Context: an optimization exercise on an open-source flow, tuned for small area and a short achievable clock period. The choices shown serve that exercise and are no tape-out recipe.
Where RTL was checked, it was by simulation tests only, not by an equivalence proof against the original.
Power is estimated from default activity; no workload was simulated.

==> flow/design.v <==
module TMDS_Encoder #(
    parameter SYNC = 0               
) (
    input  wire       PixelClk,
    output reg  [9:0] pDataOutRaw,
    input  wire [7:0] pDataOut,
    input  wire       pC0,
    input  wire       pC1,
    input  wire       pVde,          
    input  wire       pVde_1,        
    input  wire       pVde_2         
);
wire [7:0] d = pDataOut;
wire a1 = d[1] | d[2] | d[3];
wire a2 = (d[1] & d[2]) | (d[1] & d[3]) | (d[2] & d[3]);
wire a3 = d[1] & d[2] & d[3];
wire b1 = d[4] | d[5] | d[6] | d[7];
wire b2 = ((d[4] | d[5]) & (d[6] | d[7])) | (d[4] & d[5]) | (d[6] & d[7]);
wire b3 = ((d[4] & d[5]) & (d[6] | d[7])) | ((d[6] & d[7]) & (d[4] | d[5]));
wire b4 = d[4] & d[5] & d[6] & d[7];
wire sel = b4 | (a1 & b3) | (a2 & b2) | (a3 & b1);
wire [7:0] P;
genvar gi;
generate
    for (gi = 0; gi < 8; gi = gi + 1) begin : parity
        assign P[gi] = ^d[gi:0];
    end
endgenerate
reg [7:0] P_1;
reg       sel_1;
always @(posedge PixelClk) begin
    sel_1    <= sel;
    P_1[7:2] <= P[7:2];
    if (SYNC && !pVde) P_1[1:0] <= {pC1, pC0};
    else               P_1[1:0] <= P[1:0];
end
wire [7:0] q1 = P_1 ^ {4{sel_1, 1'b0}};
wire [3:0] n1 = q1[0] + q1[1] + q1[2] + q1[3] + q1[4] + q1[5] + q1[6] + q1[7];
reg [7:0] P_2;
reg       sel_2;
reg [3:0] X_2;
always @(posedge PixelClk) begin
    P_2   <= P_1;
    sel_2 <= sel_1;
    X_2   <= 4'd4 - n1;
end
reg  [3:0] c_3;
wire       q8  = ~sel_2;
wire       z   = (c_3 == 4'd0) || (X_2 == 4'd0);
wire       inv = z ? sel_2 : (c_3[3] ^ X_2[3]);
wire [3:0] Y   = X_2 ^ {4{~inv}};
wire [3:0] c_n = c_3 + Y + {3'b000, q8};
wire [7:0] q2   = P_2 ^ {4{sel_2, 1'b0}};
wire [9:0] tok  = {~(P_2[1] ^ P_2[0]), ~P_2[0], {8'b01010100 ^ {8{P_2[0]}}}};
wire [9:0] tok0 = 10'b1101010100;
always @(posedge PixelClk) begin
    c_3 <= pVde_2 ? c_n : 4'd0;
    if (pVde_2)
        pDataOutRaw <= {inv, q8, q2 ^ {8{inv}}};
    else
        pDataOutRaw <= SYNC ? tok : tok0;
end
endmodule
module rgb2dvi (
    input  wire        PixelClk,
    input  wire [23:0] vid_pData,
    input  wire        vid_pVDE,
    input  wire        vid_pHSync,
    input  wire        vid_pVSync,
    output wire [9:0]  pDataOutRaw0,    
    output wire [9:0]  pDataOutRaw1,    
    output wire [9:0]  pDataOutRaw2     
);
reg pVde_1, pVde_2;
always @(posedge PixelClk) begin
    pVde_1 <= vid_pVDE;
    pVde_2 <= pVde_1;
end
TMDS_Encoder #(.SYNC(1)) DataEncoder0 (
    .PixelClk(PixelClk), .pDataOutRaw(pDataOutRaw0),
    .pDataOut(vid_pData[15:8]), .pC0(vid_pHSync), .pC1(vid_pVSync),
    .pVde(vid_pVDE), .pVde_1(pVde_1), .pVde_2(pVde_2));
TMDS_Encoder #(.SYNC(0)) DataEncoder1 (
    .PixelClk(PixelClk), .pDataOutRaw(pDataOutRaw1),
    .pDataOut(vid_pData[7:0]), .pC0(1'b0), .pC1(1'b0),
    .pVde(vid_pVDE), .pVde_1(pVde_1), .pVde_2(pVde_2));
TMDS_Encoder #(.SYNC(0)) DataEncoder2 (
    .PixelClk(PixelClk), .pDataOutRaw(pDataOutRaw2),
    .pDataOut(vid_pData[23:16]), .pC0(1'b0), .pC1(1'b0),
    .pVde(vid_pVDE), .pVde_1(pVde_1), .pVde_2(pVde_2));
endmodule
make LEC_CHECK=0 CAP_MARGIN=20 CORE_MARGIN=2 CORE_UTILIZATION=60 SETUP_SLACK_MARGIN=2.2 SLEW_MARGIN=20 finish   # period 4.0 ns
run.sh (not shown) runs the stock make flow with config.mk's settings and CLKGATE_MAP_FILE= SYNTH_SCRIPT=/design/flow/synth_recipe.tcl, a recipe that flattens the netlist after the stock synthesis.
Rerun with:
==> flow/flow/run.sh (new file) <==
#!/bin/bash
# Standard layout, with the adder cells left out of synthesis (plain gates
# for ABC) and ABC's area script.
set -e
bash standard.sh ADDER_MAP_FILE= ABC_AREA=1 > standard.log 2>&1
==> flow/standard.sh (new file) <==
#!/bin/bash
# synth_recipe.tcl (not shown) runs the flow's synth.tcl, then flattens the netlist and writes it again
# the make line also repeats each setting of config.mk as NAME=value (left out here)
make -C /OpenROAD-flow-scripts/flow DESIGN_CONFIG=/design/flow/config.mk WORK_HOME=/design/flow/orfs CLKGATE_MAP_FILE= SYNTH_SCRIPT=/design/flow/synth_recipe.tcl "${@:-finish}"
--- a/flow/config.mk
+++ b/flow/config.mk
@@ -10,3 +10,2 @@
 export CORE_UTILIZATION = 60
-export SETUP_SLACK_MARGIN = 2.2
 export SLEW_MARGIN = 20
removed: flow/run.sh
Effect:
- area after synthesis increases by 2.4%
- global-route usage decreases by 0.71 points
- clock power increases by about 2%
- sequential share of layout area increases by 2.5 points
- fmax increases by 21%
Rerun with:
==> flow/flow/run.sh (replaced) <==
#!/bin/bash
# Standard layout, with the adder cells left out of synthesis (plain gates
# for ABC), ABC's area script, and the smallest buffer on the ports.
set -e
bash standard.sh ADDER_MAP_FILE= ABC_AREA=1 "BUFFER_PORTS_ARGS=-buffer_cell sky130_fd_sc_hd__buf_1" > standard.log 2>&1
Outcome: Worst hold slack barely changes; total power fell by about 4.4%; via count fell by about 1.8%; setup slack improved by 99 ps; die area does not change; fmax rose by 4.8%; clock power fell by 4.6%; utilization fell by 4.6 points; combinational power fell by about 7%.

---

v6:
rgb2dvi, a different RTL version from the one above (not shown whole).
Size in the first run: ~480 cells after synthesis, roughly 110 flip-flops, ~58 I/O pins, roughly 4400 sq um of cells after synthesis.
==> flow/config.mk <==
export PLATFORM = sky130hd
export DESIGN_NAME = rgb2dvi
export DESIGN_NICKNAME = rgb2dvi
export VERILOG_FILES = /design/flow/design.v
export SDC_FILE = /design/flow/constraint.sdc
export NUM_CORES = 4
export LEC_CHECK = 0
export CAP_MARGIN = 20
export CORE_MARGIN = 2
export CORE_UTILIZATION = 60
export SETUP_SLACK_MARGIN = 2.25
export SLEW_MARGIN = 20
==> flow/constraint.sdc <==
create_clock -name core_clock -period 4.0 [get_ports {PixelClk}]
set_input_delay 0.8000 -clock core_clock [delete_from_list [all_inputs] [get_ports {PixelClk}]]
set_output_delay 0.8000 -clock core_clock [all_outputs]
set_load 0.01 [all_outputs]
standard.sh (not shown) runs the stock make flow with config.mk's settings and CLKGATE_MAP_FILE= SYNTH_SCRIPT=/design/flow/synth_recipe.tcl, a recipe that flattens the netlist after the stock synthesis.
==> flow/flow/run.sh <==
#!/bin/bash
# Standard layout (the standard.sh) with these ORFS settings on top:
#  ADDER_MAP_FILE= : no adder cells in synthesis, ABC maps the adders as plain gates
#  ABC_AREA=1 with a copy of ORFS's scripts whose abc_area.script is flow/abc.script
#  BUFFER_PORTS_ARGS : the smallest buffer on each port
set -e
SD=$PWD/scripts_abc
rm -rf "$SD"
cp -r "$FLOW_HOME/scripts" "$SD"
cp flow/abc.script "$SD/abc_area.script"
bash standard.sh SCRIPTS_DIR="$SD" ADDER_MAP_FILE= ABC_AREA=1 "BUFFER_PORTS_ARGS=-buffer_cell sky130_fd_sc_hd__buf_1" "CTS_ARGS=-sink_clustering_enable -repair_clock_nets -dont_use_dummy_load" > standard.log 2>&1
==> flow/flow/abc.script <==
strash
&get -n
&st
&syn2
&b -d
&dch -f
&nf -R 50
&put
buffer -c
topo
stime -c
upsize -c
dnsize -c
--- input diff v6..v7 ---
- a change of SETUP_SLACK_MARGIN from 2.25 to 2.15
v7: register share of the cell area is 1.1 points higher than what v6 reported. The lower total chip power came out of v7. Summary of v7 over v6: power density over cell area shows a reduction of 2.9 nW/um^2; setup slack dropped 120 ps. v6 ended up with sky130_fd_sc_hd__o21a_2 as its cell at the slowest stage of the critical path; v7 ended up with sky130_fd_sc_hd__maj3_1. v7 vs v6, slew at the pin with the worst max-slew slack went down by 7.4 ps.

---

rgb2dvi, a different RTL version from the one above (not shown whole).
Size: roughly 450 cells after synthesis, roughly 110 flip-flops, roughly 4700 µm² of cells after synthesis.
clock: 4.0 ns
lec_check: 0
cap_margin: 20
core_margin: 2
core_utilization: 60
setup_slack_margin: 2.3
slew_margin: 20
==> flow/flow/run.sh <==
#!/bin/bash
# Standard layout, with the adder cells left out of synthesis (plain gates
# for ABC), ABC run with flow/abc.script, and the smallest buffer on the ports.
set -e
SD=$PWD/scripts_abc
rm -rf "$SD"
cp -r "$FLOW_HOME/scripts" "$SD"
cp flow/abc.script "$SD/abc_area.script"
bash standard.sh SCRIPTS_DIR="$SD" ADDER_MAP_FILE= ABC_AREA=1 "BUFFER_PORTS_ARGS=-buffer_cell sky130_fd_sc_hd__buf_1" > standard.log 2>&1
==> flow/flow/abc.script <==
strash
dc2
&get -n
&dch -f
&nf
&put
buffer -c
topo
stime -c
upsize -c
dnsize -c
The baseline went through all stages and came out clean.
==> next run, changes <==
==> flow/flow/abc.script (replaced) <==
strash
dc2
dch -f
amap
Via count increases by 50%.
Die area is lower by 7.9%.
Maximum frequency fell by 24%.
Sequential share of layout area shrinks by 2.2 points.
Final area rises by 7.0%.
Non-clock buffer count is higher by 31.
Global-route usage goes up by 8.8 points.
Flip-flop and latch count does not change.
==> next run, changes <==
==> flow/flow/abc.script (replaced) <==
strash
dc2
&get -n
&dch -f
&nf
&put
buffer -c
topo
stime -c
upsize -c
dnsize -c
Settings changed: SETUP_SLACK_MARGIN 2.3 to unset.
After rerunning: The changed run produced a clean layout; power came out lower by 21%; utilization came out lower by 25 points; critical path depth came out lower by 8; wire length came out lower by 54%.
No run of this note included a check of the RTL's function; only the layout flow was run.

---

rgb2dvi, a different RTL version from the one above (not shown whole).
Size: roughly 110 flip-flops.
clock: 4.0 ns
lec_check: 0
cap_margin: 10
core_margin: 2
core_utilization: 60
setup_slack_margin: 2.2
slew_margin: 10
==> flow/flow/run.sh <==
#!/bin/bash
# Standard layout (the standard.sh) with these ORFS settings on top:
#  ADDER_MAP_FILE= : no adder cells in synthesis, ABC maps the adders as plain gates
#  ABC_AREA=1 with a copy of ORFS's scripts whose abc_area.script is flow/abc.script
#  BUFFER_PORTS_ARGS : the smallest buffer on each port
set -e
SD=$PWD/scripts_abc
rm -rf "$SD"
cp -r "$FLOW_HOME/scripts" "$SD"
cp flow/abc.script "$SD/abc_area.script"
bash standard.sh SCRIPTS_DIR="$SD" ADDER_MAP_FILE= ABC_AREA=1 "BUFFER_PORTS_ARGS=-buffer_cell sky130_fd_sc_hd__buf_1" "CTS_ARGS=-sink_clustering_enable -repair_clock_nets -dont_use_dummy_load" > standard.log 2>&1
==> flow/flow/abc.script <==
strash
&get -n
&st
&syn2
&b -d
&dch -f
&nf
&put
buffer -c
topo
stime -c
upsize -c
dnsize -c
The starting point finished clean.
Rerun with:
==> flow/flow/abc.script (replaced) <==
strash
&get -n
&st
&dc2
&b -d
&dc2
&b -d
&dch -f
&nf
&put
buffer -c
topo
stime -c
upsize -c
dnsize -c
--- a/flow/config.mk
+++ b/flow/config.mk
@@ -7,3 +7,3 @@
 export LEC_CHECK = 0
-export CAP_MARGIN = 10
+export CAP_MARGIN = 20
 export CORE_MARGIN = 2
@@ -11,2 +11,2 @@
 export SETUP_SLACK_MARGIN = 2.2
-export SLEW_MARGIN = 10
+export SLEW_MARGIN = 20
Result: The new run ran to the end with no violations; power rises by 3.1%; core utilization came out higher by 3.0 points; routed wire length increases by 6.6%; design area climbs by about 5.4%; cell count is higher by about 2%; setup slack is worse by 0.14 ns; synthesized area rises by 2.3%.
Rerun with:
--- a/flow/flow/run.sh
+++ b/flow/flow/run.sh
@@ -10,2 +10,2 @@
 cp flow/abc.script "$SD/abc_area.script"
-bash standard.sh SCRIPTS_DIR="$SD" ADDER_MAP_FILE= ABC_AREA=1 "BUFFER_PORTS_ARGS=-buffer_cell sky130_fd_sc_hd__buf_1" "CTS_ARGS=-sink_clustering_enable -repair_clock_nets -dont_use_dummy_load" > standard.log 2>&1
+bash standard.sh SCRIPTS_DIR="$SD" ADDER_MAP_FILE= ABC_AREA=1 "BUFFER_PORTS_ARGS=-buffer_cell sky130_fd_sc_hd__buf_1" > standard.log 2>&1
==> flow/flow/abc.script (replaced) <==
strash
dc2
dch -f
amap
--- a/flow/config.mk
+++ b/flow/config.mk
@@ -10,3 +10,3 @@
 export CORE_UTILIZATION = 60
-export SETUP_SLACK_MARGIN = 2.2
+export SETUP_SLACK_MARGIN = 2.1
 export SLEW_MARGIN = 20
=> Sequential share of layout area goes up by 0.45 points; final area shrinks by 1.3%; non-clock buffer count shrinks by 5; power fell by 9.0%; cell count went up by 11%; setup slack gets better by 0.033 ns; count of clock-buffer cells in the layout is higher by 1.

---

== v45 ==
Starting RTL as in the previous note.
==> flow/config.mk <==
export PLATFORM = sky130hd
export DESIGN_NAME = rgb2dvi
export DESIGN_NICKNAME = rgb2dvi
export VERILOG_FILES = /design/flow/design.v
export SDC_FILE = /design/flow/constraint.sdc
export NUM_CORES = 4
export LEC_CHECK = 0
export CAP_MARGIN = 20
export CORE_MARGIN = 2
export CORE_UTILIZATION = 60
export SETUP_SLACK_MARGIN = 2.1
export SLEW_MARGIN = 20
==> flow/constraint.sdc <==
create_clock -name core_clock -period 4.0 [get_ports {PixelClk}]
set_input_delay 0.8000 -clock core_clock [delete_from_list [all_inputs] [get_ports {PixelClk}]]
set_output_delay 0.8000 -clock core_clock [all_outputs]
set_load 0.01 [all_outputs]
==> flow/flow/run.sh <==
#!/bin/bash
# Standard layout (the standard.sh) with these ORFS settings on top:
#  ADDER_MAP_FILE= : no adder cells in synthesis, ABC maps the adders as plain gates
#  ABC_AREA=1 with a copy of ORFS's scripts whose abc_area.script is flow/abc.script
#  BUFFER_PORTS_ARGS : the smallest buffer on each port
set -e
SD=$PWD/scripts_abc
rm -rf "$SD"
cp -r "$FLOW_HOME/scripts" "$SD"
cp flow/abc.script "$SD/abc_area.script"
bash standard.sh SCRIPTS_DIR="$SD" ADDER_MAP_FILE= ABC_AREA=1 "BUFFER_PORTS_ARGS=-buffer_cell sky130_fd_sc_hd__buf_1" > standard.log 2>&1
==> flow/flow/abc.script <==
strash
&get -n
&st
&syn2
&b -d
&dch -f
&nf
&put
buffer -c
topo
stime -c
upsize -c
dnsize -c
--- input diff v45..v28 ---
# v45
export LEC_CHECK = 0
export CAP_MARGIN = 20
export CORE_MARGIN = 2
export CORE_UTILIZATION = 60
export SETUP_SLACK_MARGIN = 2.1
export SLEW_MARGIN = 20
create_clock -name core_clock -period 4.0 [get_ports {PixelClk}]
# v28
export LEC_CHECK = 0
export CAP_MARGIN = 20
export CORE_MARGIN = 2
export CORE_UTILIZATION = 60
export SETUP_SLACK_MARGIN = 2.2
export SLEW_MARGIN = 20
create_clock -name core_clock -period 4.0 [get_ports {PixelClk}]
-- flow/flow/abc.script --
<<< v45, line 4
&syn2
&b -d
&dch -f
>>> v28, line 4
&syn2
&b
&dch -f
Findings:
On die area, v45 and v28 are neck and neck.
Looking only at final critical-path required period, and setting everything else aside, the higher value of v45 and v28 goes to v28.
The vias per cell in v28 was higher than what v45 gave.
Diff v45 -> v28 | post-cts gate resize count | increase of 1
Met3 wire length, v45 and v28: smaller value in v28
Relative to v28, the following input files were edited for v55:
# v28
export LEC_CHECK = 0
export CAP_MARGIN = 20
export CORE_MARGIN = 2
export CORE_UTILIZATION = 60
export SETUP_SLACK_MARGIN = 2.2
export SLEW_MARGIN = 20
create_clock -name core_clock -period 4.0 [get_ports {PixelClk}]
# v55
export LEC_CHECK = 0
export CAP_MARGIN = 20
export CORE_MARGIN = 2
export CORE_UTILIZATION = 65
export SETUP_SLACK_MARGIN = 2.2
export SLEW_MARGIN = 20
create_clock -name core_clock -period 4.0 [get_ports {PixelClk}]
-- flow/flow/run.sh --
<<< v28, line 10
cp flow/abc.script "$SD/abc_area.script"
bash standard.sh SCRIPTS_DIR="$SD" ADDER_MAP_FILE= ABC_AREA=1 "BUFFER_PORTS_ARGS=-buffer_cell sky130_fd_sc_hd__buf_1" > standard.log 2>&1
>>> v55, line 10
cp flow/abc.script "$SD/abc_area.script"
bash standard.sh SCRIPTS_DIR="$SD" ADDER_MAP_FILE= ABC_AREA=1 "BUFFER_PORTS_ARGS=-buffer_cell sky130_fd_sc_hd__buf_1" "CTS_ARGS=-sink_clustering_enable -repair_clock_nets -dont_use_dummy_load" > standard.log 2>&1
-- flow/flow/abc.script --
<<< v28, line 4
&syn2
&b
&dch -f
&nf
&put
>>> v55, line 4
&syn2
&b -d
&dch -f
&nf -R 50
&put
==> summary.txt <==
Synthesis-to-layout area growth: v55 vs v28 down 1.8 points
Sequential share of power: v55 vs v28 up 3.0 points
Compared to v28, v55 has final instance area 150 sq um lower.
Compared with v28, v55 shows a total power that is 6.0% lower.
v55 vs. v28: maximum achievable frequency up 0.0097 GHz; worst setup slack moved up; number of gates resized after CTS now sits lower.
Summary of the comparison: synthesized cell count is higher in v55, relative to v28.
Data-path buffer share of cell area in the final layout: v55 vs v28 up 0.48 points
Total half-perimeter wirelength after legalization and detailed placement, v28 and v55: higher on v28
reg -> reg as the kind of critical path was reported by v28, and in -> reg by v55.

==> port drivers added, routing unchanged <==
In the flow no input, the clock included, has a driving cell. The finished layouts below were timed again as built, in two steps. Step 1 assumes that a clkbuf_16 drives the clock port and a buf_2 every other input. Step 2, shift: input delay + t, output delay - t, t = (earliest + latest rising clock arrival at the registers) / 2. This alone moves slack from input paths to output paths. Three values: ideal, step 1, step 2; two values: the first two.
run	shift t [ns]	setup slack, ns	hold WS [ns]	latest minus earliest clock arrival (ns)	worst slew at a driven data input, ns
the first run of note 1	0.392	1.367 / 1.367 / 1.367	0.344 / 0.344 / 0.344	0.010 / 0.010	0.03
the second run of note 1	0.394	1.830 / 1.834 / 1.440	0.335 / 0.335 / 0.335	0.011 / 0.011	0.03
the third run of note 1	0.392	1.928 / 1.928 / 1.825	0.338 / 0.338 / 0.338	0.010 / 0.010	0.04
v6	0.376	2.313 / 2.305 / 1.944	0.346 / 0.346 / 0.346	0.029 / 0.029	0.04
v7	0.372	2.193 / 2.206 / 1.834	0.350 / 0.350 / 0.350	0.026 / 0.026	0.05
the first run of note 3	0.399	1.983 / 1.983 / 1.983	0.381 / 0.381 / 0.381	0.015 / 0.015	0.03
the second run of note 3	0.412	1.340 / 1.340 / 1.340	0.378 / 0.378 / 0.378	0.022 / 0.023	0.04
the third run of note 3	0.394	1.692 / 1.692 / 1.692	0.379 / 0.379 / 0.379	0.010 / 0.010	0.03
the first run of note 4	0.384	2.289 / 2.301 / 1.918	0.335 / 0.335 / 0.335	0.033 / 0.033	0.03
the second run of note 4	0.383	2.149 / 2.149 / 1.983	0.332 / 0.332 / 0.332	0.025 / 0.024	0.03
the third run of note 4	0.394	2.182 / 2.182 / 1.825	0.331 / 0.331 / 0.331	0.013 / 0.014	0.03
v45	0.391	2.220 / 2.229 / 1.838	0.343 / 0.343 / 0.343	0.013 / 0.014	0.03
v28	0.395	2.187 / 2.187 / 1.923	0.336 / 0.336 / 0.336	0.007 / 0.007	0.03
v55	0.384	2.218 / 2.229 / 1.846	0.322 / 0.322 / 0.322	0.027 / 0.027	0.04
After both steps setup and hold are still met in every run listed. For the second run of note 1, which loses most, drivers alone change the setup slack by +0.004 ns; drivers and shift together by -0.390 ns.
